This design comes from an exercise in tuning for small area, a short achievable clock period and few clock cycles on the open sky130 flow, not from production work.
In this exercise RTL edits were held to simulation tests only and were not proved equivalent to the original.
The clock port is modelled as an ideal driver; clocking choices that lean on that would not hold on a real chip.

alpha:
Design alu, start of the top module:
module alu #(
    parameter INST_W = 4,
    parameter INT_W  = 6,
    parameter FRAC_W = 10,
    parameter DATA_W = INT_W + FRAC_W
)(
    input                      i_clk,
    input                      i_rst_n,
    input                      i_in_valid,
    output                     o_busy,
    input         [INST_W-1:0] i_inst,
    input  signed [DATA_W-1:0] i_data_a,
    input  signed [DATA_W-1:0] i_data_b,
    output                     o_out_valid,
    output        [DATA_W-1:0] o_data
);
reg        busy;
reg [2:0]  rl;           
reg        s0_v;
reg [3:0]  s0_inst;
reg [15:0] s0_a, s0_b;
reg [1:0]  sp;           
reg        s1_sine;
wire       s0_row   = (rl != 3'd0) & (rl != 3'd1);    
wire       s0_last  = (rl == 3'd1);                    
wire       s0_rowany = (rl != 3'd0);
wire       s0_op    = s0_v & ~s0_rowany;
wire       u_mac    = s0_op & (s0_inst == 4'd2);
wire       u_sine   = s0_op & (s0_inst == 4'd3);
wire       unit_nx  = s1_sine | (sp == 2'd1) | (sp == 2'd2);   
wire       hold     = (u_mac | u_sine) & unit_nx;
wire       s0_take  = s0_v & ~hold;
wire [2:0] rl_n = !s0_take ? rl : (rl != 3'd0) ? rl - 3'd1 : (s0_inst == 4'd9) ? 3'd7 : 3'd0;
wire       in_unit  = i_in_valid & ((i_inst == 4'd2) | (i_inst == 4'd3)) & (rl_n == 3'd0);
wire       busy_n   = (hold | in_unit) & ((u_sine & ~hold) | s1_sine | (sp == 2'd1));
always @(posedge i_clk or negedge i_rst_n) begin
    if (!i_rst_n) begin
        busy <= 1'b0;
        rl <= 3'd0;
        s0_v <= 1'b0;
    end else begin
        busy <= busy_n;
        s0_v <= hold | i_in_valid;
        rl <= rl_n;
    end
end
always @(posedge i_clk) begin
    if (!hold) begin
        s0_inst <= i_inst;
        s0_a <= i_data_a;
        s0_b <= i_data_b;
    end
end
  ...
Settings: LEC_CHECK=0, CAP_MARGIN=20, CORE_MARGIN=2, CORE_UTILIZATION=65, SLEW_MARGIN=20, SYNTH_HIERARCHICAL=1; clock period 36.0 ns.
standard.sh (not shown) runs the stock make flow with config.mk's settings and CLKGATE_MAP_FILE= SYNTH_SCRIPT=/design/flow/synth_recipe.tcl, a recipe that flattens the netlist after the stock synthesis.
==> flow/flow/run.sh <==
#!/bin/bash
# Standard synthesis, then the standard layout steps with a larger setup
# margin for repair_timing, plain buffers on the ports and larger clock-tree
# sink clusters. After clock-tree synthesis the root buffer, which only drives
# the two buffers of the next level, is removed (the clock port then drives
# those two buffers). Each step's output goes to its own log file here.
set -euo pipefail
HERE=$(pwd)
ARGS=(SETUP_SLACK_MARGIN=28
  "BUFFER_PORTS_ARGS=-buffer_cell sky130_fd_sc_hd__buf_2"
  "CTS_ARGS=-sink_clustering_enable -repair_clock_nets -sink_clustering_size 25 -sink_clustering_max_diameter 80")
bash standard.sh synth > flow_synth.log 2>&1
bash standard.sh "${ARGS[@]}" cts > flow_cts.log 2>&1
CTS_ODB=$HERE/orfs/results/$FLOW_PLATFORM/alu/base/4_cts.odb
IN_ODB=$CTS_ODB OUT_ODB=$CTS_ODB.tmp openroad -no_init -exit "$HERE/flow/rmroot.tcl" > flow_rmroot.log 2>&1
mv "$CTS_ODB.tmp" "$CTS_ODB"
bash standard.sh "${ARGS[@]}" finish > flow_layout.log 2>&1
==> flow/flow/rmroot.tcl <==
# Remove the clock-tree root buffer that only fans out to the next level,
# driving its loads straight from the clock port.
read_db $::env(IN_ODB)
set block [ord::get_db_block]
set clk_net [$block findNet i_clk]
set iterms [$clk_net getITerms]
if {[llength $iterms] == 1} {
  set root [[lindex $iterms 0] getInst]
  set out_net ""
  foreach it [$root getITerms] {
    if {[$it isOutputSignal]} { set out_net [$it getNet] }
  }
  set loads [$out_net getITerms]
  set nl 0
  foreach it $loads { if {[$it isInputSignal]} { incr nl } }
  puts "root [$root getName] drives $nl pins"
  if {$nl <= 4} {
    foreach it $loads {
      if {[$it isInputSignal]} { $it disconnect; $it connect $clk_net }
    }
    foreach it [$root getITerms] { if {[$it getNet] ne "NULL"} { $it disconnect } }
    odb::dbInst_destroy $root
    odb::dbNet_destroy $out_net
    puts "removed root buffer"
  }
}
write_db $::env(OUT_ODB)
Testbench counts of alpha, summed over its fixed seeds: cycles 6,264.
The inputs of beta differ from those of alpha as listed below.
# alpha
export LEC_CHECK = 0
export CAP_MARGIN = 20
export CORE_MARGIN = 2
export CORE_UTILIZATION = 65
export SLEW_MARGIN = 20
export SYNTH_HIERARCHICAL = 1
create_clock -name core_clock -period 36.0 [get_ports {i_clk}]
# beta
export LEC_CHECK = 0
export CAP_MARGIN = 5
export CORE_MARGIN = 2
export CORE_UTILIZATION = 50
export SLEW_MARGIN = 5
export SYNTH_HIERARCHICAL = 1
create_clock -name core_clock -period 36.0 [get_ports {i_clk}]
### Flow results
- Diff beta..alpha | post-route fraction of the period consumed by the critical path | negligible
- Die extent in y sits higher in beta than in alpha.
- Compared with alpha, beta shows a higher signed area change from the synthesized netlist to the final layout.
- Compared with alpha, beta degrades worst hold slack across all endpoints.

==> afterwards: timing with drivers on the ports <==
No port has a modelled driver above. Below, the same layouts with a new extraction and two added sets of constraints.
Step 1 assumes that a clkbuf_16 drives the clock port and a buf_2 every other input.
Step 2 times the ports against the registers' clock, not the clock port: input delays grow and output delays shrink by t, the midpoint of the rising clock arrivals with the driver on.
Slacks: ideal / step 1 / step 2; pairs: ideal / step 1.
| run | t (ns) | slack for setup (ns) | worst hold slack (ns) | latest minus earliest clock arrival (ns) | pins driven straight from the clock port |
|---|---|---|---|---|---|
| alpha | 0.522 | 27.826 / 27.740 / 27.875 | 0.333 / 0.333 / 0.333 | 0.022 / 0.021 | 2 |
| beta | 0.527 | 27.789 / 27.710 / 27.862 | 0.328 / 0.328 / 0.328 | 0.030 / 0.030 | 2 |
After both steps setup and hold are still met in every run listed. Setup slack includes reset recovery checks.
